This is an optimization exercise on Yosys and OpenROAD, whose aim is small area, not a production implementation. Function was checked by simulation only, so behaviour that the tests miss may differ from the original. Power and IR drop assume default switching activity.

===== design/flow/config.mk =====
export PLATFORM = sky130hd
export DESIGN_NAME = top_level
export DESIGN_NICKNAME = top_level
export VERILOG_FILES = /design/flow/design.v
export SDC_FILE = /design/flow/constraint.sdc
export NUM_CORES = 4
export LEC_CHECK = 0
export ABC_AREA = 1
export CAP_MARGIN = 20
export CORE_MARGIN = 2
export CORE_UTILIZATION = 40
export SLEW_MARGIN = 20

===== design/flow/constraint.sdc =====
create_clock -name core_clock -period 10.0 [get_ports {CLK100MHZ}]
set_input_delay 2.0000 -clock core_clock [delete_from_list [all_inputs] [get_ports {CLK100MHZ}]]
set_output_delay 2.0000 -clock core_clock [all_outputs]
set_load 0.01 [all_outputs]

===== design/flow/design.v =====
`timescale 1ns / 1ps
module prbs9(enable, o_bit, rst, clk);
    output  o_bit;
    input   enable;
    input   clk;
    input   rst;
    parameter SEED = 9'b110101010;
    reg [8:0] buffer;
    always @(posedge clk) begin
        if (rst)
            buffer <= SEED;
        else if (enable)
            buffer <= {buffer[0] ^ buffer[4], buffer[8:1]};
    end
    assign o_bit = buffer[0];
endmodule
`timescale 1ns / 1ps
module tx(i_tx, enable, o_tx, clk, rst);
    output [7:0] o_tx;
    input   i_tx;
    input   clk;
    input   rst;
    input   enable;
    reg [23:0] buffer_in;
    reg [1:0]  phase;
    reg        zero;
    always @(posedge clk) begin
        if (rst) begin
            buffer_in <= 24'd0;
            phase     <= 2'd3;
            zero      <= 1'b1;
        end else if (enable) begin
            buffer_in <= {i_tx, buffer_in[23:1]};
            phase     <= phase + 2'd1;
            zero      <= 1'b0;
        end
    end
    wire [7:0] t0 = (buffer_in[3] ? (buffer_in[7] ? (buffer_in[11] ? (buffer_in[15] ? (buffer_in[19] ? 8'h3e : 8'h3a) : (buffer_in[19] ? 8'h4c : 8'h48)) : (buffer_in[15] ? (buffer_in[19] ? 8'hae : 8'haa) : (buffer_in[19] ? 8'hbc : 8'hb8))) : (buffer_in[11] ? (buffer_in[15] ? (buffer_in[19] ? 8'h4c : 8'h48) : (buffer_in[19] ? 8'h5a : 8'h56)) : (buffer_in[15] ? (buffer_in[19] ? 8'hbc : 8'hb8) : (buffer_in[19] ? 8'hca : 8'hc6)))) : (buffer_in[7] ? (buffer_in[11] ? (buffer_in[15] ? (buffer_in[19] ? 8'h3a : 8'h36) : (buffer_in[19] ? 8'h48 : 8'h44)) : (buffer_in[15] ? (buffer_in[19] ? 8'haa : 8'ha6) : (buffer_in[19] ? 8'hb8 : 8'hb4))) : (buffer_in[11] ? (buffer_in[15] ? (buffer_in[19] ? 8'h48 : 8'h44) : (buffer_in[19] ? 8'h56 : 8'h52)) : (buffer_in[15] ? (buffer_in[19] ? 8'hb8 : 8'hb4) : (buffer_in[19] ? 8'hc6 : 8'hc2)))));
    wire [7:0] t1 = (buffer_in[0] ? (buffer_in[8] ? (buffer_in[12] ? (buffer_in[16] ? 8'h3b : 8'h51) : (buffer_in[16] ? 8'hbf : 8'hd5)) : (buffer_in[12] ? (buffer_in[16] ? 8'h27 : 8'h3d) : (buffer_in[16] ? 8'hab : 8'hc1))) : (buffer_in[8] ? (buffer_in[12] ? (buffer_in[16] ? 8'h3f : 8'h55) : (buffer_in[16] ? 8'hc3 : 8'hd9)) : (buffer_in[12] ? (buffer_in[16] ? 8'h2b : 8'h41) : (buffer_in[16] ? 8'haf : 8'hc5))));
    wire [7:0] t2 = (buffer_in[1] ? (buffer_in[5] ? (buffer_in[9] ? (buffer_in[13] ? (buffer_in[17] ? (buffer_in[21] ? 8'h3e : 8'h40) : (buffer_in[21] ? 8'h48 : 8'h4a)) : (buffer_in[17] ? (buffer_in[21] ? 8'hf4 : 8'hf6) : (buffer_in[21] ? 8'hfe : 8'h00))) : (buffer_in[13] ? (buffer_in[17] ? (buffer_in[21] ? 8'hf4 : 8'hf6) : (buffer_in[21] ? 8'hfe : 8'h00)) : (buffer_in[17] ? (buffer_in[21] ? 8'haa : 8'hac) : (buffer_in[21] ? 8'hb4 : 8'hb6)))) : (buffer_in[9] ? (buffer_in[13] ? (buffer_in[17] ? (buffer_in[21] ? 8'h48 : 8'h4a) : (buffer_in[21] ? 8'h52 : 8'h54)) : (buffer_in[17] ? (buffer_in[21] ? 8'hfe : 8'h00) : (buffer_in[21] ? 8'h08 : 8'h0a))) : (buffer_in[13] ? (buffer_in[17] ? (buffer_in[21] ? 8'hfe : 8'h00) : (buffer_in[21] ? 8'h08 : 8'h0a)) : (buffer_in[17] ? (buffer_in[21] ? 8'hb4 : 8'hb6) : (buffer_in[21] ? 8'hbe : 8'hc0))))) : (buffer_in[5] ? (buffer_in[9] ? (buffer_in[13] ? (buffer_in[17] ? (buffer_in[21] ? 8'h40 : 8'h42) : (buffer_in[21] ? 8'h4a : 8'h4c)) : (buffer_in[17] ? (buffer_in[21] ? 8'hf6 : 8'hf8) : (buffer_in[21] ? 8'h00 : 8'h02))) : (buffer_in[13] ? (buffer_in[17] ? (buffer_in[21] ? 8'hf6 : 8'hf8) : (buffer_in[21] ? 8'h00 : 8'h02)) : (buffer_in[17] ? (buffer_in[21] ? 8'hac : 8'hae) : (buffer_in[21] ? 8'hb6 : 8'hb8)))) : (buffer_in[9] ? (buffer_in[13] ? (buffer_in[17] ? (buffer_in[21] ? 8'h4a : 8'h4c) : (buffer_in[21] ? 8'h54 : 8'h56)) : (buffer_in[17] ? (buffer_in[21] ? 8'h00 : 8'h02) : (buffer_in[21] ? 8'h0a : 8'h0c))) : (buffer_in[13] ? (buffer_in[17] ? (buffer_in[21] ? 8'h00 : 8'h02) : (buffer_in[21] ? 8'h0a : 8'h0c)) : (buffer_in[17] ? (buffer_in[21] ? 8'hb6 : 8'hb8) : (buffer_in[21] ? 8'hc0 : 8'hc2))))));
    wire [7:0] t3 = (buffer_in[6] ? (buffer_in[10] ? (buffer_in[14] ? (buffer_in[22] ? 8'h3b : 8'h3f) : (buffer_in[22] ? 8'h27 : 8'h2b)) : (buffer_in[14] ? (buffer_in[22] ? 8'hbf : 8'hc3) : (buffer_in[22] ? 8'hab : 8'haf))) : (buffer_in[10] ? (buffer_in[14] ? (buffer_in[22] ? 8'h51 : 8'h55) : (buffer_in[22] ? 8'h3d : 8'h41)) : (buffer_in[14] ? (buffer_in[22] ? 8'hd5 : 8'hd9) : (buffer_in[22] ? 8'hc1 : 8'hc5))));
    wire [7:0] s = phase[1] ? (phase[0] ? t3 : t2) : (phase[0] ? t1 : t0);
    assign o_tx = zero ? 8'd0 : s;
endmodule
`timescale 1ns / 1ps
module rx(clk, rst, enable, i_rx, i_sw, o_rx);
    input clk;
    input rst;
    input enable;
    input signed [7:0] i_rx;
    input [1:0] i_sw;
    output reg o_rx;
    reg [1:0] down_counter;
    reg sgn;
    reg [7:0] h1;
    reg [7:0] h2;
    reg [7:0] h3;
    reg [7:0] h4;
    reg [7:0] h5;
    reg [7:0] h6;
    reg [7:0] h7;
    reg [7:0] h8;
    reg [7:0] h9;
    reg [7:0] h10;
    reg [7:0] h11;
    reg [7:0] h12;
    reg [7:0] h13;
    reg [7:0] h14;
    reg [7:0] h15;
    reg [7:0] h16;
    reg [7:0] h17;
    reg [7:0] h18;
    reg [7:0] h19;
    reg [7:0] h20;
    reg [7:0] h21;
    reg [7:0] h22;
    reg [7:0] h23;
    wire n1 = h6[0] ^ h18[0];
    wire n2 = h6[0] & h18[0];
    wire n3 = (h6[1] ^ h18[1]) ^ n2;
    wire n4 = (h6[1] & (h18[1] | n2)) | (h18[1] & n2);
    wire n5 = (h6[2] ^ h18[2]) ^ n4;
    wire n6 = (h6[2] & (h18[2] | n4)) | (h18[2] & n4);
    wire n7 = (h6[3] ^ h18[3]) ^ n6;
    wire n8 = (h6[3] & (h18[3] | n6)) | (h18[3] & n6);
    wire n9 = (h6[4] ^ h18[4]) ^ n8;
    wire n10 = (h6[4] & (h18[4] | n8)) | (h18[4] & n8);
    wire n11 = (h6[5] ^ h18[5]) ^ n10;
    wire n12 = (h6[5] & (h18[5] | n10)) | (h18[5] & n10);
    wire n13 = (h6[6] ^ h18[6]) ^ n12;
    wire n14 = (h6[6] & (h18[6] | n12)) | (h18[6] & n12);
    wire n15 = ~n14;
    wire n16 = (h6[7] ^ h18[7]) ^ n15;
    wire n17 = (h6[7] & (h18[7] | n15)) | (h18[7] & n15);
    wire n18 = h7[0] ^ h17[0];
    wire n19 = h7[0] & h17[0];
    wire n20 = (h7[1] ^ h17[1]) ^ n19;
    wire n21 = (h7[1] & (h17[1] | n19)) | (h17[1] & n19);
    wire n22 = (h7[2] ^ h17[2]) ^ n21;
    wire n23 = (h7[2] & (h17[2] | n21)) | (h17[2] & n21);
    wire n24 = (h7[3] ^ h17[3]) ^ n23;
    wire n25 = (h7[3] & (h17[3] | n23)) | (h17[3] & n23);
    wire n26 = (h7[4] ^ h17[4]) ^ n25;
    wire n27 = (h7[4] & (h17[4] | n25)) | (h17[4] & n25);
    wire n28 = (h7[5] ^ h17[5]) ^ n27;
    wire n29 = (h7[5] & (h17[5] | n27)) | (h17[5] & n27);
    wire n30 = (h7[6] ^ h17[6]) ^ n29;
    wire n31 = (h7[6] & (h17[6] | n29)) | (h17[6] & n29);
    wire n32 = ~n31;
    wire n33 = (h7[7] ^ h17[7]) ^ n32;
    wire n34 = (h7[7] & (h17[7] | n32)) | (h17[7] & n32);
    wire n35 = h8[0] ^ h16[0];
    wire n36 = h8[0] & h16[0];
    wire n37 = (h8[1] ^ h16[1]) ^ n36;
    wire n38 = (h8[1] & (h16[1] | n36)) | (h16[1] & n36);
    wire n39 = (h8[2] ^ h16[2]) ^ n38;
    wire n40 = (h8[2] & (h16[2] | n38)) | (h16[2] & n38);
    wire n41 = (h8[3] ^ h16[3]) ^ n40;
    wire n42 = (h8[3] & (h16[3] | n40)) | (h16[3] & n40);
    wire n43 = (h8[4] ^ h16[4]) ^ n42;
    wire n44 = (h8[4] & (h16[4] | n42)) | (h16[4] & n42);
    wire n45 = (h8[5] ^ h16[5]) ^ n44;
    wire n46 = (h8[5] & (h16[5] | n44)) | (h16[5] & n44);
    wire n47 = (h8[6] ^ h16[6]) ^ n46;
    wire n48 = (h8[6] & (h16[6] | n46)) | (h16[6] & n46);
    wire n49 = ~n48;
    wire n50 = (h8[7] ^ h16[7]) ^ n49;
    wire n51 = (h8[7] & (h16[7] | n49)) | (h16[7] & n49);
    wire n52 = h9[0] ^ h15[0];
    wire n53 = h9[0] & h15[0];
    wire n54 = (h9[1] ^ h15[1]) ^ n53;
    wire n55 = (h9[1] & (h15[1] | n53)) | (h15[1] & n53);
    wire n56 = (h9[2] ^ h15[2]) ^ n55;
    wire n57 = (h9[2] & (h15[2] | n55)) | (h15[2] & n55);
    wire n58 = (h9[3] ^ h15[3]) ^ n57;
    wire n59 = (h9[3] & (h15[3] | n57)) | (h15[3] & n57);
    wire n60 = (h9[4] ^ h15[4]) ^ n59;
    wire n61 = (h9[4] & (h15[4] | n59)) | (h15[4] & n59);
    wire n62 = (h9[5] ^ h15[5]) ^ n61;
    wire n63 = (h9[5] & (h15[5] | n61)) | (h15[5] & n61);
    wire n64 = (h9[6] ^ h15[6]) ^ n63;
    wire n65 = (h9[6] & (h15[6] | n63)) | (h15[6] & n63);
    wire n66 = ~n65;
    wire n67 = (h9[7] ^ h15[7]) ^ n66;
    wire n68 = (h9[7] & (h15[7] | n66)) | (h15[7] & n66);
    wire n69 = h10[0] ^ h14[0];
    wire n70 = h10[0] & h14[0];
    wire n71 = (h10[1] ^ h14[1]) ^ n70;
    wire n72 = (h10[1] & (h14[1] | n70)) | (h14[1] & n70);
    wire n73 = (h10[2] ^ h14[2]) ^ n72;
    wire n74 = (h10[2] & (h14[2] | n72)) | (h14[2] & n72);
    wire n75 = (h10[3] ^ h14[3]) ^ n74;
    wire n76 = (h10[3] & (h14[3] | n74)) | (h14[3] & n74);
    wire n77 = (h10[4] ^ h14[4]) ^ n76;
    wire n78 = (h10[4] & (h14[4] | n76)) | (h14[4] & n76);
    wire n79 = (h10[5] ^ h14[5]) ^ n78;
    wire n80 = (h10[5] & (h14[5] | n78)) | (h14[5] & n78);
    wire n81 = (h10[6] ^ h14[6]) ^ n80;
    wire n82 = (h10[6] & (h14[6] | n80)) | (h14[6] & n80);
    wire n83 = ~n82;
    wire n84 = (h10[7] ^ h14[7]) ^ n83;
    wire n85 = (h10[7] & (h14[7] | n83)) | (h14[7] & n83);
    wire n86 = h11[0] ^ h13[0];
    wire n87 = h11[0] & h13[0];
    wire n88 = (h11[1] ^ h13[1]) ^ n87;
    wire n89 = (h11[1] & (h13[1] | n87)) | (h13[1] & n87);
    wire n90 = (h11[2] ^ h13[2]) ^ n89;
    wire n91 = (h11[2] & (h13[2] | n89)) | (h13[2] & n89);
    wire n92 = (h11[3] ^ h13[3]) ^ n91;
    wire n93 = (h11[3] & (h13[3] | n91)) | (h13[3] & n91);
    wire n94 = (h11[4] ^ h13[4]) ^ n93;
    wire n95 = (h11[4] & (h13[4] | n93)) | (h13[4] & n93);
    wire n96 = (h11[5] ^ h13[5]) ^ n95;
    wire n97 = (h11[5] & (h13[5] | n95)) | (h13[5] & n95);
    wire n98 = (h11[6] ^ h13[6]) ^ n97;
    wire n99 = (h11[6] & (h13[6] | n97)) | (h13[6] & n97);
    wire n100 = ~n99;
    wire n101 = (h11[7] ^ h13[7]) ^ n100;
    wire n102 = (h11[7] & (h13[7] | n100)) | (h13[7] & n100);
    wire n103 = (h4[4] ^ h20[4]) ^ n28;
    wire n104 = (h4[4] & (h20[4] | n28)) | (h20[4] & n28);
    wire n105 = (h4[5] ^ h20[5]) ^ n30;
    wire n106 = (h4[5] & (h20[5] | n30)) | (h20[5] & n30);
    wire n107 = (n26 ^ n47) ^ n62;
    wire n108 = (n26 & (n47 | n62)) | (n47 & n62);
    wire n109 = (h2[7] ^ h22[7]) ^ h4[6];
    wire n110 = (h2[7] & (h22[7] | h4[6])) | (h22[7] & h4[6]);
    wire n111 = (h20[6] ^ n16) ^ n28;
    wire n112 = (h20[6] & (n16 | n28)) | (n16 & n28);
    wire n113 = h1[6] ^ h23[6];
    wire n114 = h1[6] | h23[6];
    wire n115 = (h1[7] ^ h23[7]) ^ n17;
    wire n116 = (h1[7] & (h23[7] | n17)) | (h23[7] & n17);
    wire n117 = h4[7] ^ h20[7];
    wire n118 = ~h4[7] | ~h20[7];
    wire n119 = n30 ^ n62;
    wire n120 = n30 & n62;
    wire n121 = (h4[1] ^ h20[1]) ^ n22;
    wire n122 = (h4[1] & (h20[1] | n22)) | (h20[1] & n22);
    wire n123 = (h4[2] ^ h20[2]) ^ n24;
    wire n124 = (h4[2] & (h20[2] | n24)) | (h20[2] & n24);
    wire n125 = (h1[2] ^ h23[2]) ^ h2[3];
    wire n126 = (h1[2] & (h23[2] | h2[3])) | (h23[2] & h2[3]);
    wire n127 = (n20 ^ n41) ^ n56;
    wire n128 = (n20 & (n41 | n56)) | (n41 & n56);
    wire n129 = h22[3] ^ n7;
    wire n130 = h22[3] | n7;
    wire n131 = (h4[3] ^ h20[3]) ^ n26;
    wire n132 = (h4[3] & (h20[3] | n26)) | (h20[3] & n26);
    wire n133 = (h1[3] ^ h23[3]) ^ h2[4];
    wire n134 = (h1[3] & (h23[3] | h2[4])) | (h23[3] & h2[4]);
    wire n135 = (n22 ^ n43) ^ n58;
    wire n136 = (n22 & (n43 | n58)) | (n43 & n58);
    wire n137 = (h22[4] ^ n9) ^ n5;
    wire n138 = (h22[4] & (n9 | n5)) | (n9 & n5);
    wire n139 = (n54 ^ n77) ^ n73;
    wire n140 = (n54 & (n77 | n73)) | (n77 & n73);
    wire n141 = h1[4] ^ h23[4];
    wire n142 = ~h1[4] | ~h23[4];
    wire n143 = (n103 ^ n24) ^ n45;
    wire n144 = (n103 & (n24 | n45)) | (n24 & n45);
    wire n145 = (h2[5] ^ h22[5]) ^ n11;
    wire n146 = (h2[5] & (h22[5] | n11)) | (h22[5] & n11);
    wire n147 = (n60 ^ n56) ^ n79;
    wire n148 = (n60 & (n56 | n79)) | (n56 & n79);
    wire n149 = (n7 ^ n20) ^ n39;
    wire n150 = (n7 & (n20 | n39)) | (n20 & n39);
    wire n151 = n75 ^ n69;
    wire n152 = n75 & n69;
    wire n153 = (n104 ^ n105) ^ n107;
    wire n154 = (n104 & (n105 | n107)) | (n105 & n107);
    wire n155 = (h1[5] ^ h23[5]) ^ h2[6];
    wire n156 = (h1[5] & (h23[5] | h2[6])) | (h23[5] & h2[6]);
    wire n157 = (n58 ^ n81) ^ n77;
    wire n158 = (n58 & (n81 | n77)) | (n81 & n77);
    wire n159 = (h22[6] ^ n13) ^ n9;
    wire n160 = (h22[6] & (n13 | n9)) | (n13 & n9);
    wire n161 = (n71 ^ n86) ^ h12[3];
    wire n162 = (n71 & (n86 | h12[3])) | (n86 & h12[3]);
    wire n163 = (n22 ^ n41) ^ n96;
    wire n164 = (n22 & (n41 | n96)) | (n41 & n96);
    wire n165 = (n106 ^ n108) ^ n109;
    wire n166 = (n106 & (n108 | n109)) | (n108 & n109);
    wire n167 = (n111 ^ n113) ^ n64;
    wire n168 = (n111 & (n113 | n64)) | (n113 & n64);
    wire n169 = (n11 ^ n33) ^ n24;
    wire n170 = (n11 & (n33 | n24)) | (n33 & n24);
    wire n171 = (n60 ^ n79) ^ n73;
    wire n172 = (n60 & (n79 | n73)) | (n79 & n73);
    wire n173 = (n50 ^ n43) ^ n84;
    wire n174 = (n50 & (n43 | n84)) | (n43 & n84);
    wire n175 = (n88 ^ h12[4]) ^ h12[1];
    wire n176 = (n88 & (h12[4] | h12[1])) | (h12[4] & h12[1]);
    wire n177 = (n110 ^ n112) ^ n115;
    wire n178 = (n110 & (n112 | n115)) | (n112 & n115);
    wire n179 = (n114 ^ n117) ^ n13;
    wire n180 = (n114 & (n117 | n13)) | (n117 & n13);
    wire n181 = (n119 ^ n81) ^ n75;
    wire n182 = (n119 & (n81 | n75)) | (n81 & n75);
    wire n183 = (n34 ^ n26) ^ n51;
    wire n184 = (n34 & (n26 | n51)) | (n26 & n51);
    wire n185 = (n101 ^ n90) ^ h12[5];
    wire n186 = (n101 & (n90 | h12[5])) | (n90 & h12[5]);
    wire n187 = (n45 ^ n67) ^ n85;
    wire n188 = (n45 & (n67 | n85)) | (n67 & n85);
    wire n189 = (n116 ^ n118) ^ n120;
    wire n190 = (n116 & (n118 | n120)) | (n118 & n120);
    wire n191 = (n16 ^ n64) ^ n77;
    wire n192 = (n16 & (n64 | n77)) | (n64 & n77);
    wire n193 = n33 ^ n28;
    wire n194 = ~n33 | ~n28;
    wire n195 = (n102 ^ n92) ^ h12[6];
    wire n196 = (n102 & (n92 | h12[6])) | (n92 & h12[6]);
    wire n197 = n47 ^ n68;
    wire n198 = n47 | n68;
    wire n199 = (n17 ^ n50) ^ n79;
    wire n200 = (n17 & (n50 | n79)) | (n50 & n79);
    wire n201 = (h4[0] ^ h20[0]) ^ n20;
    wire n202 = (h4[0] & (h20[0] | n20)) | (h20[0] & n20);
    wire n203 = h1[0] ^ h23[0];
    wire n204 = h1[0] | h23[0];
    wire n205 = (n121 ^ h1[1]) ^ n18;
    wire n206 = (n121 & (h1[1] | n18)) | (h1[1] & n18);
    wire n207 = (h23[1] ^ h2[2]) ^ h22[2];
    wire n208 = (h23[1] & (h2[2] | h22[2])) | (h2[2] & h22[2]);
    wire n209 = (n39 ^ n54) ^ n73;
    wire n210 = (n39 & (n54 | n73)) | (n54 & n73);
    wire n211 = (n122 ^ n123) ^ n127;
    wire n212 = (n122 & (n123 | n127)) | (n123 & n127);
    wire n213 = (n129 ^ n52) ^ n75;
    wire n214 = (n129 & (n52 | n75)) | (n52 & n75);
    wire n215 = (h1[1] ^ n125) ^ n3;
    wire n216 = (h1[1] & (n125 | n3)) | (n125 & n3);
    wire n217 = n71 ^ h12[0];
    wire n218 = n71 & h12[0];
    wire n219 = (n126 ^ n130) ^ n133;
    wire n220 = (n126 & (n130 | n133)) | (n130 & n133);
    wire n221 = (n124 ^ n128) ^ n131;
    wire n222 = (n124 & (n128 | n131)) | (n128 & n131);
    wire n223 = (n137 ^ n18) ^ n37;
    wire n224 = (n137 & (n18 | n37)) | (n18 & n37);
    wire n225 = (n135 ^ n139) ^ h12[1];
    wire n226 = (n135 & (n139 | h12[1])) | (n139 & h12[1]);
    wire n227 = (n132 ^ n136) ^ n140;
    wire n228 = (n132 & (n136 | n140)) | (n136 & n140);
    wire n229 = (n134 ^ n138) ^ n141;
    wire n230 = (n134 & (n138 | n141)) | (n138 & n141);
    wire n231 = (n143 ^ n147) ^ n151;
    wire n232 = (n143 & (n147 | n151)) | (n147 & n151);
    wire n233 = (n145 ^ n149) ^ n94;
    wire n234 = (n145 & (n149 | n94)) | (n149 & n94);
    wire n235 = (n142 ^ n144) ^ n148;
    wire n236 = (n142 & (n144 | n148)) | (n144 & n148);
    wire n237 = (n152 ^ n153) ^ n157;
    wire n238 = (n152 & (n153 | n157)) | (n153 & n157);
    wire n239 = (n146 ^ n150) ^ n155;
    wire n240 = (n146 & (n150 | n155)) | (n150 & n155);
    wire n241 = ~n161;
    wire n242 = (n159 ^ n163) ^ n241;
    wire n243 = (n159 & (n163 | n241)) | (n163 & n241);
    wire n244 = (n154 ^ n158) ^ n162;
    wire n245 = (n154 & (n158 | n162)) | (n158 & n162);
    wire n246 = (n156 ^ n160) ^ n164;
    wire n247 = (n156 & (n160 | n164)) | (n160 & n164);
    wire n248 = (n165 ^ n167) ^ n171;
    wire n249 = (n165 & (n167 | n171)) | (n167 & n171);
    wire n250 = (n169 ^ n173) ^ n98;
    wire n251 = (n169 & (n173 | n98)) | (n173 & n98);
    wire n252 = (n166 ^ n168) ^ n172;
    wire n253 = (n166 & (n168 | n172)) | (n168 & n172);
    wire n254 = (n176 ^ n177) ^ n181;
    wire n255 = (n176 & (n177 | n181)) | (n177 & n181);
    wire n256 = (n170 ^ n174) ^ n179;
    wire n257 = (n170 & (n174 | n179)) | (n174 & n179);
    wire n258 = ~n185;
    wire n259 = (n183 ^ n187) ^ n258;
    wire n260 = (n183 & (n187 | n258)) | (n187 & n258);
    wire n261 = (n178 ^ n182) ^ n186;
    wire n262 = (n178 & (n182 | n186)) | (n182 & n186);
    wire n263 = (n189 ^ n191) ^ n195;
    wire n264 = (n189 & (n191 | n195)) | (n191 & n195);
    wire n265 = (n180 ^ n184) ^ n188;
    wire n266 = (n180 & (n184 | n188)) | (n184 & n188);
    wire n267 = ~n197;
    wire n268 = (n193 ^ n84) ^ n267;
    wire n269 = (n193 & (n84 | n267)) | (n84 & n267);
    wire n270 = (n190 ^ n192) ^ n194;
    wire n271 = (n190 & (n192 | n194)) | (n192 & n194);
    wire n272 = (n198 ^ n34) ^ n30;
    wire n273 = (n198 & (n34 | n30)) | (n34 & n30);
    wire n274 = (n196 ^ n199) ^ n94;
    wire n275 = (n196 & (n199 | n94)) | (n199 & n94);
    wire n276 = (n67 ^ n85) ^ h12[7];
    wire n277 = (n67 & (n85 | h12[7])) | (n85 & h12[7]);
    wire n278 = (n200 ^ n33) ^ n51;
    wire n279 = (n200 & (n33 | n51)) | (n33 & n51);
    wire n280 = (n201 ^ n203) ^ n37;
    wire n281 = (n201 & (n203 | n37)) | (n203 & n37);
    wire n282 = (h2[1] ^ h22[1]) ^ n3;
    wire n283 = (h2[1] & (h22[1] | n3)) | (h22[1] & n3);
    wire n284 = (n204 ^ n207) ^ n5;
    wire n285 = (n204 & (n207 | n5)) | (n207 & n5);
    wire n286 = (n202 ^ n205) ^ n209;
    wire n287 = (n202 & (n205 | n209)) | (n205 & n209);
    wire n288 = n1 ^ n88;
    wire n289 = n1 | n88;
    wire n290 = (n206 ^ n210) ^ n211;
    wire n291 = (n206 & (n210 | n211)) | (n210 & n211);
    wire n292 = (n208 ^ n215) ^ n35;
    wire n293 = (n208 & (n215 | n35)) | (n215 & n35);
    wire n294 = ~n90;
    wire n295 = (n294 ^ n213) ^ n217;
    wire n296 = (n294 & (n213 | n217)) | (n213 & n217);
    wire n297 = (n212 ^ n214) ^ n218;
    wire n298 = (n212 & (n214 | n218)) | (n214 & n218);
    wire n299 = (n216 ^ n219) ^ n223;
    wire n300 = (n216 & (n219 | n223)) | (n219 & n223);
    wire n301 = ~n92;
    wire n302 = (n301 ^ n221) ^ n225;
    wire n303 = (n301 & (n221 | n225)) | (n221 & n225);
    wire n304 = (n222 ^ n226) ^ n227;
    wire n305 = (n222 & (n226 | n227)) | (n226 & n227);
    wire n306 = (n220 ^ n224) ^ n229;
    wire n307 = (n220 & (n224 | n229)) | (n224 & n229);
    wire n308 = ~n233;
    wire n309 = (n308 ^ n231) ^ h12[2];
    wire n310 = (n308 & (n231 | h12[2])) | (n231 & h12[2]);
    wire n311 = (n228 ^ n232) ^ n235;
    wire n312 = (n228 & (n232 | n235)) | (n232 & n235);
    wire n313 = (n230 ^ n234) ^ n239;
    wire n314 = (n230 & (n234 | n239)) | (n234 & n239);
    wire n315 = ~n242;
    wire n316 = (n315 ^ n237) ^ h12[0];
    wire n317 = (n315 & (n237 | h12[0])) | (n237 & h12[0]);
    wire n318 = (n236 ^ n238) ^ n244;
    wire n319 = (n236 & (n238 | n244)) | (n238 & n244);
    wire n320 = (n240 ^ n243) ^ n246;
    wire n321 = (n240 & (n243 | n246)) | (n243 & n246);
    wire n322 = ~n250;
    wire n323 = (n322 ^ n248) ^ n175;
    wire n324 = (n322 & (n248 | n175)) | (n248 & n175);
    wire n325 = (n245 ^ n249) ^ n252;
    wire n326 = (n245 & (n249 | n252)) | (n249 & n252);
    wire n327 = (n247 ^ n251) ^ n256;
    wire n328 = (n247 & (n251 | n256)) | (n251 & n256);
    wire n329 = ~n259;
    wire n330 = (n329 ^ n254) ^ h12[2];
    wire n331 = (n329 & (n254 | h12[2])) | (n254 & h12[2]);
    wire n332 = (n253 ^ n255) ^ n261;
    wire n333 = (n253 & (n255 | n261)) | (n255 & n261);
    wire n334 = (n257 ^ n260) ^ n265;
    wire n335 = (n257 & (n260 | n265)) | (n260 & n265);
    wire n336 = ~n268;
    wire n337 = (n336 ^ n263) ^ h12[3];
    wire n338 = (n336 & (n263 | h12[3])) | (n263 & h12[3]);
    wire n339 = (n262 ^ n264) ^ n270;
    wire n340 = (n262 & (n264 | n270)) | (n264 & n270);
    wire n341 = (n266 ^ n269) ^ n272;
    wire n342 = (n266 & (n269 | n272)) | (n269 & n272);
    wire n343 = ~n276;
    wire n344 = (n343 ^ n274) ^ h12[4];
    wire n345 = (n343 & (n274 | h12[4])) | (n274 & h12[4]);
    wire n346 = (n271 ^ n275) ^ n278;
    wire n347 = (n271 & (n275 | n278)) | (n275 & n278);
    wire n348 = (n81 ^ n96) ^ h12[5];
    wire n349 = (n81 & (n96 | h12[5])) | (n96 & h12[5]);
    wire n350 = (n273 ^ n277) ^ n68;
    wire n351 = (n273 & (n277 | n68)) | (n277 & n68);
    wire n352 = (n279 ^ n34) ^ n98;
    wire n353 = (n279 & (n34 | n98)) | (n34 & n98);
    wire n354 = (h2[0] ^ n18) ^ n35;
    wire n355 = (h2[0] & (n18 | n35)) | (n18 & n35);
    wire n356 = (n280 ^ n52) ^ n71;
    wire n357 = (n280 & (n52 | n71)) | (n52 & n71);
    wire n358 = h2[0] ^ n282;
    wire n359 = h2[0] | n282;
    wire n360 = (n281 ^ n286) ^ n288;
    wire n361 = (n281 & (n286 | n288)) | (n286 & n288);
    wire n362 = ~n69;
    wire n363 = (n362 ^ n283) ^ n284;
    wire n364 = (n362 & (n283 | n284)) | (n283 & n284);
    wire n365 = (n287 ^ n290) ^ n295;
    wire n366 = (n287 & (n290 | n295)) | (n290 & n295);
    wire n367 = (n285 ^ n289) ^ n292;
    wire n368 = (n285 & (n289 | n292)) | (n289 & n292);
    wire n369 = (n291 ^ n296) ^ n297;
    wire n370 = (n291 & (n296 | n297)) | (n296 & n297);
    wire n371 = ~n302;
    wire n372 = (n371 ^ n293) ^ n299;
    wire n373 = (n371 & (n293 | n299)) | (n293 & n299);
    wire n374 = (n298 ^ n303) ^ n304;
    wire n375 = (n298 & (n303 | n304)) | (n303 & n304);
    wire n376 = ~n309;
    wire n377 = (n376 ^ n300) ^ n306;
    wire n378 = (n376 & (n300 | n306)) | (n300 & n306);
    wire n379 = (n305 ^ n310) ^ n311;
    wire n380 = (n305 & (n310 | n311)) | (n310 & n311);
    wire n381 = ~n316;
    wire n382 = (n381 ^ n307) ^ n313;
    wire n383 = (n381 & (n307 | n313)) | (n307 & n313);
    wire n384 = (n312 ^ n317) ^ n318;
    wire n385 = (n312 & (n317 | n318)) | (n317 & n318);
    wire n386 = ~n323;
    wire n387 = (n386 ^ n314) ^ n320;
    wire n388 = (n386 & (n314 | n320)) | (n314 & n320);
    wire n389 = (n319 ^ n324) ^ n325;
    wire n390 = (n319 & (n324 | n325)) | (n324 & n325);
    wire n391 = ~n330;
    wire n392 = (n391 ^ n321) ^ n327;
    wire n393 = (n391 & (n321 | n327)) | (n321 & n327);
    wire n394 = (n326 ^ n331) ^ n332;
    wire n395 = (n326 & (n331 | n332)) | (n331 & n332);
    wire n396 = ~n337;
    wire n397 = (n396 ^ n328) ^ n334;
    wire n398 = (n396 & (n328 | n334)) | (n328 & n334);
    wire n399 = (n333 ^ n338) ^ n339;
    wire n400 = (n333 & (n338 | n339)) | (n338 & n339);
    wire n401 = ~n344;
    wire n402 = (n401 ^ n335) ^ n341;
    wire n403 = (n401 & (n335 | n341)) | (n335 & n341);
    wire n404 = (n340 ^ n345) ^ n346;
    wire n405 = (n340 & (n345 | n346)) | (n345 & n346);
    wire n406 = ~n348;
    wire n407 = (n406 ^ n342) ^ n350;
    wire n408 = (n406 & (n342 | n350)) | (n342 & n350);
    wire n409 = (n347 ^ n349) ^ n352;
    wire n410 = (n347 & (n349 | n352)) | (n349 & n352);
    wire n411 = ~h12[6];
    wire n412 = (n411 ^ n351) ^ n84;
    wire n413 = (n411 & (n351 | n84)) | (n351 & n84);
    wire n414 = (n85 ^ n101) ^ h12[7];
    wire n415 = (n85 & (n101 | h12[7])) | (n101 & h12[7]);
    wire n416 = n354 ^ n69;
    wire n417 = n354 & n69;
    wire n418 = (n355 ^ n356) ^ n358;
    wire n419 = (n355 & (n356 | n358)) | (n356 & n358);
    wire n420 = ~n357;
    wire n421 = (n359 ^ n363) ^ n420;
    wire n422 = (n359 & (n363 | n420)) | (n363 & n420);
    wire n423 = ~n361;
    wire n424 = (n364 ^ n367) ^ n423;
    wire n425 = (n364 & (n367 | n423)) | (n367 & n423);
    wire n426 = ~n366;
    wire n427 = (n368 ^ n372) ^ n426;
    wire n428 = (n368 & (n372 | n426)) | (n372 & n426);
    wire n429 = ~n370;
    wire n430 = (n373 ^ n377) ^ n429;
    wire n431 = (n373 & (n377 | n429)) | (n377 & n429);
    wire n432 = ~n375;
    wire n433 = (n378 ^ n382) ^ n432;
    wire n434 = (n378 & (n382 | n432)) | (n382 & n432);
    wire n435 = ~n380;
    wire n436 = (n383 ^ n387) ^ n435;
    wire n437 = (n383 & (n387 | n435)) | (n387 & n435);
    wire n438 = ~n385;
    wire n439 = (n388 ^ n392) ^ n438;
    wire n440 = (n388 & (n392 | n438)) | (n392 & n438);
    wire n441 = ~n390;
    wire n442 = (n393 ^ n397) ^ n441;
    wire n443 = (n393 & (n397 | n441)) | (n397 & n441);
    wire n444 = ~n395;
    wire n445 = (n398 ^ n402) ^ n444;
    wire n446 = (n398 & (n402 | n444)) | (n402 & n444);
    wire n447 = ~n400;
    wire n448 = (n403 ^ n407) ^ n447;
    wire n449 = (n403 & (n407 | n447)) | (n407 & n447);
    wire n450 = ~n405;
    wire n451 = (n408 ^ n412) ^ n450;
    wire n452 = (n408 & (n412 | n450)) | (n412 & n450);
    wire n453 = ~n410;
    wire n454 = (n413 ^ n414) ^ n453;
    wire n455 = (n413 & (n414 | n453)) | (n414 & n453);
    wire n456 = h22[0] ^ n1;
    wire n457 = h22[0] | n1;
    wire n458 = ~n86;
    wire n459 = (n458 ^ n417) ^ n418;
    wire n460 = (n458 & (n417 | n418)) | (n417 & n418);
    wire n461 = ~n421;
    wire n462 = (n461 ^ n419) ^ n360;
    wire n463 = (n461 & (n419 | n360)) | (n419 & n360);
    wire n464 = ~n365;
    wire n465 = (n464 ^ n422) ^ n424;
    wire n466 = (n464 & (n422 | n424)) | (n422 & n424);
    wire n467 = ~n369;
    wire n468 = (n467 ^ n425) ^ n427;
    wire n469 = (n467 & (n425 | n427)) | (n425 & n427);
    wire n470 = ~n374;
    wire n471 = (n470 ^ n428) ^ n430;
    wire n472 = (n470 & (n428 | n430)) | (n428 & n430);
    wire n473 = ~n379;
    wire n474 = (n473 ^ n431) ^ n433;
    wire n475 = (n473 & (n431 | n433)) | (n431 & n433);
    wire n476 = ~n384;
    wire n477 = (n476 ^ n434) ^ n436;
    wire n478 = (n476 & (n434 | n436)) | (n434 & n436);
    wire n479 = ~n389;
    wire n480 = (n479 ^ n437) ^ n439;
    wire n481 = (n479 & (n437 | n439)) | (n437 & n439);
    wire n482 = ~n394;
    wire n483 = (n482 ^ n440) ^ n442;
    wire n484 = (n482 & (n440 | n442)) | (n440 & n442);
    wire n485 = ~n399;
    wire n486 = (n485 ^ n443) ^ n445;
    wire n487 = (n485 & (n443 | n445)) | (n443 & n445);
    wire n488 = ~n404;
    wire n489 = (n488 ^ n446) ^ n448;
    wire n490 = (n488 & (n446 | n448)) | (n446 & n448);
    wire n491 = ~n409;
    wire n492 = (n491 ^ n449) ^ n451;
    wire n493 = (n491 & (n449 | n451)) | (n449 & n451);
    wire n494 = ~n353;
    wire n495 = (n494 ^ n452) ^ n454;
    wire n496 = (n494 & (n452 | n454)) | (n452 & n454);
    wire n497 = ~n415;
    wire n498 = (n497 ^ n455) ^ n102;
    wire n499 = (n497 & (n455 | n102)) | (n455 & n102);
    wire n500 = n456 ^ n416;
    wire n501 = n456 & n416;
    wire n502 = ~n457;
    wire n503 = (n502 ^ n459) ^ n501;
    wire n504 = (n502 & (n459 | n501)) | (n459 & n501);
    wire n505 = (n460 ^ n462) ^ n504;
    wire n506 = (n460 & (n462 | n504)) | (n462 & n504);
    wire n507 = ~n465;
    wire n508 = (n463 ^ n507) ^ n506;
    wire n509 = (n463 & (n507 | n506)) | (n507 & n506);
    wire n510 = ~n509;
    wire n511 = (n466 ^ n468) ^ n510;
    wire n512 = (n466 & (n468 | n510)) | (n468 & n510);
    wire n513 = (n469 ^ n471) ^ n512;
    wire n514 = (n469 & (n471 | n512)) | (n471 & n512);
    wire n515 = (n472 ^ n474) ^ n514;
    wire n516 = (n472 & (n474 | n514)) | (n474 & n514);
    wire n517 = (n475 ^ n477) ^ n516;
    wire n518 = (n475 & (n477 | n516)) | (n477 & n516);
    wire n519 = (n478 ^ n480) ^ n518;
    wire n520 = (n478 & (n480 | n518)) | (n480 & n518);
    wire n521 = (n481 ^ n483) ^ n520;
    wire n522 = (n481 & (n483 | n520)) | (n483 & n520);
    wire n523 = (n484 ^ n486) ^ n522;
    wire n524 = (n484 & (n486 | n522)) | (n486 & n522);
    wire n525 = (n487 ^ n489) ^ n524;
    wire n526 = (n487 & (n489 | n524)) | (n489 & n524);
    wire n527 = (n490 ^ n492) ^ n526;
    wire n528 = (n490 & (n492 | n526)) | (n492 & n526);
    wire n529 = (n493 ^ n495) ^ n528;
    wire n530 = (n493 & (n495 | n528)) | (n495 & n528);
    wire n531 = (n496 ^ n498) ^ n530;
    wire n532 = (n496 & (n498 | n530)) | (n498 & n530);
    wire neg = ~(n415 ^ n499 ^ n532);
    always @(posedge clk) begin
        if (rst) begin
            h1 <= 8'd0;
            h2 <= 8'd0;
            h3 <= 8'd0;
            h4 <= 8'd0;
            h5 <= 8'd0;
            h6 <= 8'd0;
            h7 <= 8'd0;
            h8 <= 8'd0;
            h9 <= 8'd0;
            h10 <= 8'd0;
            h11 <= 8'd0;
            h12 <= 8'd0;
            h13 <= 8'd0;
            h14 <= 8'd0;
            h15 <= 8'd0;
            h16 <= 8'd0;
            h17 <= 8'd0;
            h18 <= 8'd0;
            h19 <= 8'd0;
            h20 <= 8'd0;
            h21 <= 8'd0;
            h22 <= 8'd0;
            h23 <= 8'd0;
            sgn <= 1'b0;
            o_rx <= 1'b0;
            down_counter <= 2'd0;
        end else if (enable) begin
            h1 <= i_rx;
            h2 <= h1;
            h3 <= h2;
            h4 <= h3;
            h5 <= h4;
            h6 <= h5;
            h7 <= h6;
            h8 <= h7;
            h9 <= h8;
            h10 <= h9;
            h11 <= h10;
            h12 <= h11;
            h13 <= h12;
            h14 <= h13;
            h15 <= h14;
            h16 <= h15;
            h17 <= h16;
            h18 <= h17;
            h19 <= h18;
            h20 <= h19;
            h21 <= h20;
            h22 <= h21;
            h23 <= h22;
            sgn <= neg;
            down_counter <= down_counter + 2'd1;
            if (down_counter == i_sw)
                o_rx <= ~sgn;
        end
    end
endmodule
`timescale 1ns / 1ps
module ber(clk, rst, enable, clk_count, i_prbs, i_rx, o_err);
    input  clk;
    input  rst;
    input  enable;
    input  [1:0] clk_count;
    input  i_prbs;
    input  i_rx;
    output o_err;
    reg [512:0] ring;
    reg       cap;
    reg       o_error;
    reg [8:0] count;
    reg       full;
    reg       error;
    reg [8:0] ber_shift;
    assign o_err = o_error;
    wire [127:0] taps;
    genvar g;
    generate
        for (g = 0; g < 128; g = g + 1) begin : g_tap
            assign taps[g] = ring[4*g];
        end
    endgenerate
    wire tap   = taps[ber_shift[6:0]];
    wire late  = (ber_shift[8:7] == 2'd3);
    wire hist  = late ? tap : cap;
    wire valid = full | (ber_shift < count);
    wire miss  = (valid & hist) ^ i_prbs;
    wire last  = (ber_shift == ~count);
    always @(posedge clk) begin
        ring <= {ring[511:0], enable ? i_rx : ring[512]};
        if (clk_count == {~ber_shift[8], ber_shift[7]})
            cap <= tap;
    end
    always @(posedge clk) begin
        if (rst) begin
            o_error   <= 1'b0;
            count     <= 9'd0;
            full      <= 1'b0;
            error     <= 1'b0;
            ber_shift <= 9'd0;
        end else if (enable) begin
            count <= count + 9'd1;
            if (count == 9'd511)
                full <= 1'b1;
            error <= error | miss;
            if (last) begin
                if (!error) begin
                    o_error <= 1'b1;
                    error   <= miss;
                end else begin
                    ber_shift <= ber_shift + 9'd1;
                    error     <= 1'b0;
                    o_error   <= 1'b0;
                end
            end
        end
    end
endmodule
`timescale 1ns / 1ps
module top_level(
                rst,
                CLK100MHZ,
                i_switch,
                o_led,
                o_tx,
                o_rx
                );
    input       rst;
    input       CLK100MHZ;
    input [3:0] i_switch;
    output      o_led;
    output [7:0] o_tx;
    output      o_rx;
    parameter SEED   = 9'b110101010;
    wire        o_prbs;
    wire        reset;
    reg [1:0]   clk_count;
    reg         enable;
    assign reset  = ~rst;
    always @(posedge CLK100MHZ) begin
        if (reset) begin
            clk_count <= 2'd0;
            enable    <= 1'b0;
        end else begin
            clk_count <= clk_count + 2'd1;
            enable    <= (clk_count == 2'd0);
        end
    end
    prbs9 #(.SEED(SEED)) prbs_r(
        .clk   (CLK100MHZ),
        .enable(enable),
        .rst   (reset),
        .o_bit (o_prbs)
    );
    tx tx_r(
        .clk   (CLK100MHZ),
        .rst   (reset),
        .enable(i_switch[0]),
        .i_tx  (o_prbs),
        .o_tx  (o_tx)
    );
    rx rx_r(
        .clk   (CLK100MHZ),
        .rst   (reset),
        .enable(i_switch[1]),
        .i_rx  (o_tx),
        .i_sw  (i_switch[2:1]),
        .o_rx  (o_rx)
    );
    ber ber_r(
        .clk      (CLK100MHZ),
        .rst      (reset),
        .enable   (enable),
        .clk_count(clk_count),
        .i_prbs   (o_prbs),
        .i_rx     (o_rx),
        .o_err    (o_led)
    );
endmodule

===== design/flow/flow/run.sh =====
#!/bin/bash
# Layout flow: the standard flow, except that synthesis skips the quick
# "abc -fast" pass at the end of Yosys's fine stage, so that extract_fa sees
# the full adders of the RTL as written (abc -fast restructures them and
# extract_fa then surrounds the adders it finds with inverters). Everything
# else, including the naming and flattening of synth_recipe.tcl, is unchanged.
set -euo pipefail
W=$PWD
sed 's/synth -top \$::env(DESIGN_NAME) -run fine: {\*}\$synth_full_args/synth -top $::env(DESIGN_NAME) -run fine: -noabc {*}$synth_full_args/' \
    "$FLOW_HOME/scripts/synth.tcl" > "$W/synth_noabc.tcl"
grep -q -- '-run fine: -noabc' "$W/synth_noabc.tcl" || { echo "could not patch synth.tcl" >&2; exit 1; }
sed "s#source \$::env(SCRIPTS_DIR)/synth.tcl#source $W/synth_noabc.tcl#" synth_recipe.tcl > "$W/synth_recipe_noabc.tcl"
grep -q "synth_noabc.tcl" "$W/synth_recipe_noabc.tcl" || { echo "could not patch synth_recipe.tcl" >&2; exit 1; }
bash standard.sh SYNTH_SCRIPT="$W/synth_recipe_noabc.tcl" finish > "$W/flow_make.log" 2>&1

===== design/flow/standard.sh =====
#!/bin/bash
# synth_recipe.tcl (not shown) runs the flow's synth.tcl, then flattens the netlist and writes it again
# the make line also repeats each setting of config.mk as NAME=value (left out here)
make -C /OpenROAD-flow-scripts/flow DESIGN_CONFIG=/design/flow/config.mk WORK_HOME=/design/flow/orfs CLKGATE_MAP_FILE= SYNTH_SCRIPT=/design/flow/synth_recipe.tcl "${@:-finish}"

==> metrics.md, run 1 <==
| Metric | Value |
|---|---|
| Die area | `roughly 0.068 mm2` |
| Slew @ Worst Pin | `1025 ps` |
| PostCTS Resize Cnt | `0` |
| Initial antenna violation count | `0` |
| GRT overflow | `0` |
| Clock latency on the worst-skew pair | `roughly 630 ps` |
| Status | `timing/DRC/antenna clean` |
| DRC Markers | `0` |
| Synth cell types | `40` |
| First DRT Iteration DRCs | `roughly 1.1k` |
| Leakage power | `around 12 nW` |
| Initial core utilization | `40.58%` |
| Layout cells sized above 1 | `slightly above 6%` |
| Yosys warning count | `5` |
| Via density | `4.720` |
| DPL Wire Length | `33.51 mm` |
| Post-CTS setup buffers | `0` |
| Post-route ant nets | `0` |
| IO Count | `16` |
| Vias in the first global route | `between 15k and 20k` |
| Post-Syn Area | `0.02625 mm2` |
| Setup_tns | `0 ps` |
| Layout fillers | `6005` |
| CTS Hold Buffers Added | `0` |
| RSZ-0062 raised after global routing | `false` |
| Pin count of the biggest net entering global routing | `around 130` |
| Max-Cap Viols | `0` |
| Max VDD drop | `roughly 0.47 mV` |
| Buffers added on ports | `14` |
| Max incr delay on CP | `between 500 and 600 ps` |
| Total CTS buffers | `73` |
| PwrDens | `approximately 320 mW/mm2` |
| Non-Filler Instances | `~3.4k` |
| Clock Path Buffers | `3` |
| Worst Skew | `18.18 ps` |
| Buf+Inv Stages, Crit Path | `6` |
| Sink Count | `762` |
| Core Box Area | `0.06470 mm2` |
| Synth Net Count | `2718` |
| Most frequent cells in the layout | `dfxtp_1 (759), nor2_1 (453), o21ai_0 (272)` |
| Crit Path Class | `flop to flop` |
| Row count | `93` |
| Worst setup EP type | `flop` |
| Final Wtd Congestion | `~0.85` |
| Final setup vio count | `0` |
| Post-route cell area | `0.02962 mm2` |
| Final hold violations | `0` |
| Delay-heaviest family, CP | `adder cells` |
| Nets@finish | `2715` |
| Slowest cell on the critical path | `fa_1` |
| Tmin final | `8961 ps` |
| First drt pass iteration count | `5` |
| Critical Path Start Type | `flop` |
| Seq cells post-synth | `about 760` |
| Most common cell after layout, fill and taps aside | `dfxtp_1` |
| Final number of max-transition violations | `0` |
| Crit share post-route | `89.61%` |
| Wire per inst | `15.07 um` |
| Drt total wl | `between 50 and 60 mm` |
| First-pass GRT wire length | `about 84 mm` |
| DP Area | `0.02706 mm2` |
| Die Y | `about 260 um` |
| Data arrival, critical path | `between 9000 and 10000 ps` |
| H-tree depth | `3` |
| Die width | `roughly 260 um` |
| Required time of the critical path | `~11000 ps` |
| Vias | `~16k` |
| Max_slew headroom | `around a third` |
| Placed cell count | `3253` |
| F_max | `~0.11 GHz` |
| Hold Crit Class | `flop to flop` |
| Area Overhead vs Synth | `12.83%` |
| CP most frequent cell | `fa_1` |
| Worst-path clk slew | `60 ps` |
| Total power | `9.462 mW` |
| Crit path max fanout | `3` |
| CTS tree | `built` |
| Gate Count Post-Synth | `2476` |
| Synth Area per Inst | `10.60 um2` |
| Post-layout util | `a little under half` |
| CTS Root Buffer Type | `clkbuf_16` |
| Ant diodes | `0` |
| Seq/Total Area, Yosys | `58.15%` |
| Global Route Usage Sum | `15.51%` |
state kept, by name, summed over array words and instances, names as in the netlist, 9 cells and up:
register	flops
ber_r.ring	513
tx_r.buffer_in	24
prbs_r.buffer	9
ber_r.ber_shift	9
ber_r.count	9
Yosys cell counts, drive strengths merged:
master,n,share of area (%)
nand4,3,0.071
clkbuf,75,1.1
inv,212,3.0
nor3b,1,0.029
o211ai,17,0.49
fa,203,15
a22oi,6,0.17
o22ai,7,0.17
ha,33,1.6
dfxtp,761,58
o2111ai,1,0.033
a221oi,1,0.057
o31ai,3,0.086
nand3b,1,0.029
a21oi,102,2.0
buf,26,0.71
nor2,459,6.6
and3,2,0.048
xnor2,3,0.10
nand3,66,1.3
edfxtp,1,0.11
nand2,161,2.3
a41oi,1,0.033
nor3,13,0.29
o21ai,310,5.9
clkinv,2,0.029
xor2,6,0.23
routing by layer:
layer / GRT usage (%) / share of wire, %
met1: 22.01 / 49
met2: 24.00 / 45
met3: 2.710 / 3.8
met4: 5.190 / 2.3
met5: 0 / 0
final timing paths:
| check | start | endpoint | slack, ps | cells after the start |
|---|---|---|---|---|
| max reg2reg | rx_r.h18[0]$_SDFFE_PN0P_ | rx_r.sgn$_SDFFE_PN0P_ | 1040 | 33 |
| min reg2reg | ber_r.ring[3]$_DFF_P_ | ber_r.ring[4]$_DFF_P_ | 310 | 0 |
| max | rx_r.h18[0]$_SDFFE_PN0P_ | rx_r.sgn$_SDFFE_PN0P_ | 1040 | 33 |
| min | ber_r.ring[3]$_DFF_P_ | ber_r.ring[4]$_DFF_P_ | 310 | 0 |
metrics by stage:
| stage | hold slack (ps) | setup slack, ps |
|---|---|---|
| floorplan | 309.6 | 1651 |
| global placement | 310.8 | 917.4 |
| detailed placement | 312.1 | 949.8 |
| CTS | 311.4 | 945.7 |
| global route | 312.5 | 593.8 |
| finish | 314.0 | 1039 |
area by class of cell:
type | instances | area, um2 | share of cell area [%]
flip-flops and latches | 762 | 15270 | 51.54
clock inverters | 29 | 475.5 | 1.605
well taps | 855 | 1070 | 3.612
inverters | 214 | 805.8 | 2.720
multi-input cells | 1399 | 9714 | 32.80
clock buffers | 95 | 2081 | 7.025
repair buffers | 23 | 206.4 | 0.6970
power breakdown:
group          internal (mW)  switching (mW)
sequential              3.10          0.0577
combinational           1.46            1.99
clock                   1.67            1.18
total                   6.23            3.23
cell families after synthesis:
| family | Yosys count | share of synthesized area (%) |
|---|---|---|
| buffers and inverters | 315 | 4.852 |
| AO/OA/AOI/OAI | 448 | 8.931 |
| adder cells (fa/ha/maj) | 236 | 17.05 |
| flip-flops | 762 | 58.15 |
| XOR/XNOR | 9 | 0.3289 |
| AND/OR/NAND/NOR | 706 | 10.69 |
==> inputs of run 2 (changes only) <==
--- a/design/flow/config.mk
+++ b/design/flow/config.mk
@@ -9,4 +9,7 @@
 export CAP_MARGIN = 20
 export CORE_MARGIN = 2
 export CORE_UTILIZATION = 40
+export CTS_BUF_LIST = sky130_fd_sc_hd__clkbuf_16
+export CTS_CLUSTER_DIAMETER = 80
+export CTS_CLUSTER_SIZE = 35
 export SLEW_MARGIN = 20
==> metrics.md, run 2 <==
| Metric | Value |
|---|---|
| Max incr delay on CP | `540 ps` |
| Buffers added on ports | `14` |
| Hold_ws | `approximately 330 ps` |
| Main combinational cell family by area after synthesis | `adder cells` |
| Layout fillers | `about 6.2k` |
| H-tree depth | `1` |
| Hold Path Cell Cnt | `0` |
| DP Area | `0.02706 mm2` |
| Drt total wl | `48.96 mm` |
| FF-to-FF Start | `rx_r.h18[0]$_SDFFE_PN0P_` |
| Register name with the most flops | `ber_r.ring` |
| Seq cells post-synth | `762` |
| Via density | `~4.7` |
| Placed cell count | `3253` |
| Setup_tns | `0 ps` |
| Commonest cells in the netlist | `dfxtp_1 (761), nor2_1 (453), o21ai_0 (272)` |
| Buf+Inv Stages, Crit Path | `6` |
| Max reg flops | `513` |
| Post-synth top area cell | `dfxtp_1` |
| CTS Root Buffer Type | `clkbuf_16` |
| R2R setup slack | `1030 ps` |
| Pin count of the biggest net entering global routing | `127` |
| Seq/Total Area, Yosys | `58.15%` |
| Max-Cap Viols | `0` |
| Max VDD drop | `0.4604 mV` |
| Status | `timing/DRC/antenna clean` |
| IO Count | `16` |
| Top-count cell post-synth | `dfxtp_1` |
| Post-synth EDFFs | `1` |
| Nets@finish | `2673` |
| RSZ-0062 raised after global routing | `false` |
| Post-synth top area share | `58.03%` |
| Max_slew headroom | `31.00%` |
| GRT overflow | `0` |
| CP most frequent cell | `fa_1` |
| Critical Path Start Type | `flop` |
| Core Box Area | `0.06470 mm2` |
| Yosys warning count | `5` |
| CTS Hold Buffers Added | `0` |
| Hold Crit Class | `flop to flop` |
| Synth Net Count | `2718` |
| Setup WS post-layout | `around 1000 ps` |
| DRC Markers | `0` |
| Slowest cell on the critical path | `fa_1` |
| CTS tree | `built` |
| Worst reg2reg endpoint | `rx_r.sgn$_SDFFE_PN0P_` |
| Multi-input gate area | `0.009714 mm2` |
| Die area | `0.06770 mm2` |
| Clock latency on the worst-skew pair | `about 650 ps` |
| Total CTS buffers | `31` |
| Post-Synth XOR/XNOR Area | `0.3289%` |
| PostCTS Resize Cnt | `0` |
| Die width | `approximately 260 um` |
| Tmin final | `8969 ps` |
| Simple-gate share of the synthesized area | `10.69%` |
| Reg area | `around 0.015 mm2` |
| Crit share post-route | `89.69%` |
| Worst setup EP type | `flop` |
| Worst Hold End | `ber_r.ring[291]$_DFF_P_` |
| Initial core utilization | `40.58%` |
| Post-synth ARST share | `0%` |
| Ys flop type | `dfxtp_1` |
| Sink Count | `762` |
| PwrDens | `291.8 mW/mm2` |
| Non-Filler Instances | `3300` |
| Wire per inst | `14.84 um` |
| Layout cells sized above 1 | `approximately 3.4%` |
| Required time of the critical path | `10550 ps` |
| Global Route Usage Sum | `roughly 15%` |
| Worst Skew | `19.85 ps` |
| First-pass GRT wire length | `81.05 mm` |
| Mux share of post-synthesis cell area | `0%` |
| Crit path max fanout | `3` |
| Final setup vio count | `0` |
| Final number of max-transition violations | `0` |
| Post-Syn Area | `around 0.026 mm2` |
| Ant diodes | `0` |
| R2r worst-path depth | `33` |
| Leakage power | `between 10 and 15 nW` |
| F_max | `0.1115 GHz` |
| Total power | `8.209 mW` |
| Post-route ant nets | `0` |
| Area Overhead vs Synth | `7.144%` |
| Data arrival, critical path | `roughly 9500 ps` |
| Area share of fa/ha/maj cells after synthesis | `17.05%` |
| Row count | `93` |
| Synth Area in Compound Gates | `8.931%` |
| Final Wtd Congestion | `0.8500` |
| Worst-path clk slew | `120 ps` |
| Clock Path Buffers | `3` |
| Slew @ Worst Pin | `1032 ps` |
| DPL Wire Length | `roughly 34 mm` |
| Setup WS pre-CTS | `949.8 ps` |
| Post-layout util | `43.48%` |
| Initial antenna violation count | `0` |
| Vias in the first global route | `15.47k` |
| Delay-heaviest family, CP | `adder cells` |
| First drt pass iteration count | `5` |
| HP Start | `ber_r.ring[290]$_DFF_P_` |
| Post-CTS setup buffers | `0` |
| Gate Count Post-Synth | `2476` |
| Most common cell after layout, fill and taps aside | `dfxtp_1` |
| Most frequent cells in the layout | `dfxtp_1 (759), nor2_1 (453), o21ai_0 (272)` |
| Synth Area per Inst | `10.60 um2` |
| Largest registers | `ber_r.ring: 513 flops, tx_r.buffer_in: 24 flops` |
| Synth cell types | `40` |
| Post-route cell area | `0.02813 mm2` |
| Vias | `15.46k` |
| Crit Path Class | `flop to flop` |
| Area contributors post-synth | `dfxtp_1 (58%), fa_1 (15%), nor2_1 (6.5%), o21ai_0 (5.2%), inv_1 (2.9%)` |
| Die Y | `roughly 260 um` |
| Final hold violations | `0` |
| First DRT Iteration DRCs | `1158` |
## run 2: cell type report
type | instances | area share [%]
Multi-Input combinational cell | 1399 | 34.54
Timing Repair Buffer | 23 | 0.7340
Inverter | 214 | 2.865
Clock inverter | 16 | 1.028
Tap cell | 855 | 3.803
Clock buffer | 31 | 2.758
Sequential cell | 762 | 54.28
## run 2: cells by family (layout without fill, tap and decap cells)
| kind of cell | after synthesis | in the layout |
|---|---|---|
| AO/OA/AOI/OAI | 448 | 448 |
| XOR/XNOR | 9 | 9 |
| buffers and inverters | 315 | 284 |
| flip-flops | 762 | 762 |
| AND/OR/NAND/NOR | 706 | 706 |
| adder cells (fa/ha/maj) | 236 | 236 |
## run 2: report_power, final
group	switching (mW)	total [mW]	leakage, nW	internal, mW
Clock	0.994	1.62	0.504	0.625
Combinational	1.98	3.43	5.02	1.45
Sequential	0.0575	3.16	6.19	3.10
Total	3.03	8.21	11.7	5.18
## run 2: how the worst max path moves through the flow
stage	from	cells past startpoint	slack, ps	endpoint
after floorplan	rx_r.h18[0]$_SDFFE_PN0P_	33	1650	rx_r.sgn$_SDFFE_PN0P_
after global placement	rx_r.h18[0]$_SDFFE_PN0P_	33	920	rx_r.sgn$_SDFFE_PN0P_
after detailed placement	rx_r.h18[0]$_SDFFE_PN0P_	33	950	rx_r.sgn$_SDFFE_PN0P_
after CTS	rx_r.h18[0]$_SDFFE_PN0P_	33	940	rx_r.sgn$_SDFFE_PN0P_
after global routing	rx_r.h18[0]$_SDFFE_PN0P_	33	570	rx_r.sgn$_SDFFE_PN0P_
final	rx_r.h18[0]$_SDFFE_PN0P_	33	1030	rx_r.sgn$_SDFFE_PN0P_
## run 2: worst register-to-register path: cells and delay by family, from the launching register on
kind / cells / cell delay, ps
fa+ha+maj: 15 / 7230
simple gates: 11 / 830
flops: 1 / 340
buf+inv: 6 / 310
compound gates: 1 / 160
## run 2: metal layers
layer	GRT usage [%]	vias up	wire length [um]
met3	1.628	68	1443
met4	3.730	0	1083
met5	0	-	0
met2	23.12	168	21760
li1	-	7721	-
met1	21.79	7502	24680
==> inputs of run 3 (changes only) <==
--- a/design/flow/config.mk
+++ b/design/flow/config.mk
@@ -9,7 +9,7 @@
 export CAP_MARGIN = 20
 export CORE_MARGIN = 2
 export CORE_UTILIZATION = 40
-export CTS_BUF_LIST = sky130_fd_sc_hd__clkbuf_16
-export CTS_CLUSTER_DIAMETER = 80
-export CTS_CLUSTER_SIZE = 35
+export CTS_BUF_LIST = sky130_fd_sc_hd__clkbuf_8
+export CTS_CLUSTER_DIAMETER = 60
+export CTS_CLUSTER_SIZE = 18
 export SLEW_MARGIN = 20
==> metrics.md, run 3 <==
| Metric | Value |
|---|---|
| Most common cell after layout, fill and taps aside | `dfxtp_1` |
| Pin count of the biggest net entering global routing | `between 100 and 150` |
| Clock latency on the worst-skew pair | `700 ps` |
| Ys flop type | `dfxtp_1` |
| Layout fillers | `slightly above 6k` |
| Drt total wl | `49.55 mm` |
| DRC Markers | `0` |
| Multi-input gate area | `0.009714 mm2` |
| Vias | `15.64k` |
| Final number of max-transition violations | `0` |
| GRT overflow | `0` |
| Non-Filler Instances | `3324` |
| Top-count cell post-synth | `dfxtp_1` |
| Post-Syn Area | `0.02625 mm2` |
| Max incr delay on CP | `540 ps` |
| Post-synth EDFFs | `1` |
| Met2 usage | `23.19%` |
| Leakage power | `~12 nW` |
| Crit path max fanout | `3` |
| Die width | `260.2 um` |
| Post-synth top area share | `around three fifths` |
| Most frequent cells in the layout | `dfxtp_1 (759), nor2_1 (453), o21ai_0 (272)` |
| Seq cells post-synth | `762` |
| Commonest cells in the netlist | `dfxtp_1 (761), nor2_1 (453), o21ai_0 (272)` |
| Row count | `93` |
| Setup_tns | `0 ps` |
| Most crowded layer after global routing | `met2` |
| Yosys warning count | `5` |
| Final setup vio count | `0` |
| Crit Path Class | `flop to flop` |
| Max-Cap Viols | `0` |
| Worst Skew | `31.65 ps` |
| Max_slew headroom | `31.88%` |
| First-pass GRT wire length | `81.95 mm` |
| Area Overhead vs Synth | `6.815%` |
| Area contributors post-synth | `dfxtp_1 (58%), fa_1 (15%), nor2_1 (6.5%), o21ai_0 (5.2%), inv_1 (2.9%)` |
| Status | `timing/DRC/antenna clean` |
| Met1 usage | `21.88%` |
| Sink Count | `between 700 and 800` |
| H-tree depth | `2` |
| Synth Area per Inst | `10.60 um2` |
| Max reg flops | `513` |
| Max VDD drop | `between 0.4 and 0.5 mV` |
| Placed cell count | `between 3k and 4k` |
| Worst-path clk slew | `110 ps` |
| CTS Root Buffer Type | `clkbuf_8` |
| Nets@finish | `2694` |
| Die area | `0.06770 mm2` |
| Via density | `4.705` |
| Clock Path Buffers | `3` |
| Vias in the first global route | `between 15k and 20k` |
| IO Count | `16` |
| Required time of the critical path | `~11000 ps` |
| Met3 GRT Util | `2.203%` |
| Hold Crit Class | `flop to flop` |
| Initial antenna violation count | `1` |
| Tmin final | `8972 ps` |
| PwrDens | `290.3 mW/mm2` |
| Post-synth ARST share | `0%` |
| Gate Count Post-Synth | `between 2k and 2.5k` |
| Slowest cell on the critical path | `fa_1` |
| Post-CTS setup buffers | `0` |
| Post-route ant nets | `0` |
| Synth Net Count | `2718` |
| Reg area | `about 0.015 mm2` |
| Hold_ws | `about 310 ps` |
| Core Box Area | `0.06470 mm2` |
| PostCTS Resize Cnt | `0` |
| Final hold violations | `0` |
| CP most frequent cell | `fa_1` |
| Post-synth top area cell | `dfxtp_1` |
| First DRT Iteration DRCs | `1052` |
| Global Route Usage Sum | `15.02%` |
| Data arrival, critical path | `9560 ps` |
| CTS Hold Buffers Added | `0` |
| Wire per inst | `about 15 um` |
| Crit share post-route | `89.72%` |
| Seq/Total Area, Yosys | `between 50% and 60%` |
| Initial core utilization | `40.58%` |
| Total CTS buffers | `52` |
| RSZ-0062 raised after global routing | `false` |
| Die Y | `260.2 um` |
| Buffers added on ports | `14` |
| Critical Path Start Type | `flop` |
| First drt pass iteration count | `5` |
| Largest registers | `ber_r.ring: 513 flops, tx_r.buffer_in: 24 flops` |
| Layout cells sized above 1 | `4.295%` |
| Register name with the most flops | `ber_r.ring` |
| CTS tree | `built` |
| Slew @ Worst Pin | `1019 ps` |
| F_max | `0.1115 GHz` |
| Final Wtd Congestion | `0.8500` |
| Worst setup EP type | `flop` |
| Total power | `roughly 8.1 mW` |
| Synth cell types | `40` |
| DPL Wire Length | `33.51 mm` |
-- run 3: cell counts after synthesis --
Identical to the previous run, type by type.
-- run 3: critical path, delay by kind of cell, from the launching register on --
kind            cells  cell delay, ps
flops               1             340
fa+ha+maj          15            7230
compound gates      1             150
simple gates       11             830
buf+inv             6             310
-- run 3: final timing paths --
kind | slack [ps] | cells after the start | end | from
hold reg to reg | 310 | 0 | ber_r.ring[176]$_DFF_P_ | ber_r.ring[175]$_DFF_P_
hold / removal | 310 | 0 | ber_r.ring[176]$_DFF_P_ | ber_r.ring[175]$_DFF_P_
setup / recovery | 1030 | 33 | rx_r.sgn$_SDFFE_PN0P_ | rx_r.h18[0]$_SDFFE_PN0P_
setup reg to reg | 1030 | 33 | rx_r.sgn$_SDFFE_PN0P_ | rx_r.h18[0]$_SDFFE_PN0P_
-- run 3: area by class of cell --
cell class              count  share of cell area, %
clock buffers              54                  2.650
flip-flops and latches    762                  54.44
multi-input cells        1399                  34.64
inverters                 214                  2.873
diodes                      1               0.008924
repair buffers             23                 0.7362
clock inverters            16                 0.8299
well taps                 855                  3.815
-- run 3: cell families (layout without fill, tap and decap cells) --
family          Yosys count  after routing  synth area share (%)
compound gates          448            448                 8.931
xor+xnor                  9              9                0.3289
fa+ha+maj               236            236                 17.05
buf+inv                 315            307                 4.852
flops                   762            762                 58.15
other cells               0              1                     0
simple gates            706            706                 10.69
-- run 3: per-stage QoR --
step,worst slack (ps),instance area (um2),utilization (%)
after floorplan,1651,26250,-
after global placement,917.4,27060,41.83
after global routing,565.3,28040,43.34
final,1028,28040,43.34
after CTS,915.7,28040,43.34
after detailed placement,949.8,27060,41.83
-- run 3: where the power goes --
part	total, mW	switching (mW)	internal [mW]
sequential	3.16	0.0574	3.10
clock	1.55	0.957	0.596
combinational	3.43	1.98	1.45
total	8.14	2.99	5.15
-- run 3: metal layers --
layer	wire (um)	part of all wire, %	vias to the layer above
met4	1298	2.6	0
met5	0	0	-
met3	1753	3.5	84
li1	-	-	7758
met2	21820	44	238
met1	24680	50	7561

## port drivers added, routing unchanged
The flow's constraints put no driver on any port. The routed layouts listed below were extracted and timed again, unchanged, in two steps. Step 1: set_driving_cell puts a clkbuf_16 on CLK100MHZ and a buf_2 on each other input, an assumption about the parent block. Step 2 also shifts input and output timing later by t, the mid clock arrival at the registers, as if the neighbouring blocks saw the same clock. Three values: ideal ports, drivers, drivers and shift; two values: the first two.
run | shift t [ns] | setup WS [ns] | worst setup path at the end | slew at the worst register clock pin (ns)
run 1 | 0.677 | 1.039 / 1.039 / 1.039 | register to register | 0.07 / 0.07
run 2 | 0.701 | 1.031 / 1.031 / 1.031 | register to register | 0.12 / 0.12
run 3 | 0.741 | 1.028 / 1.028 / 1.028 | register to register | 0.11 / 0.11
After both steps setup and hold are still met in every run listed.
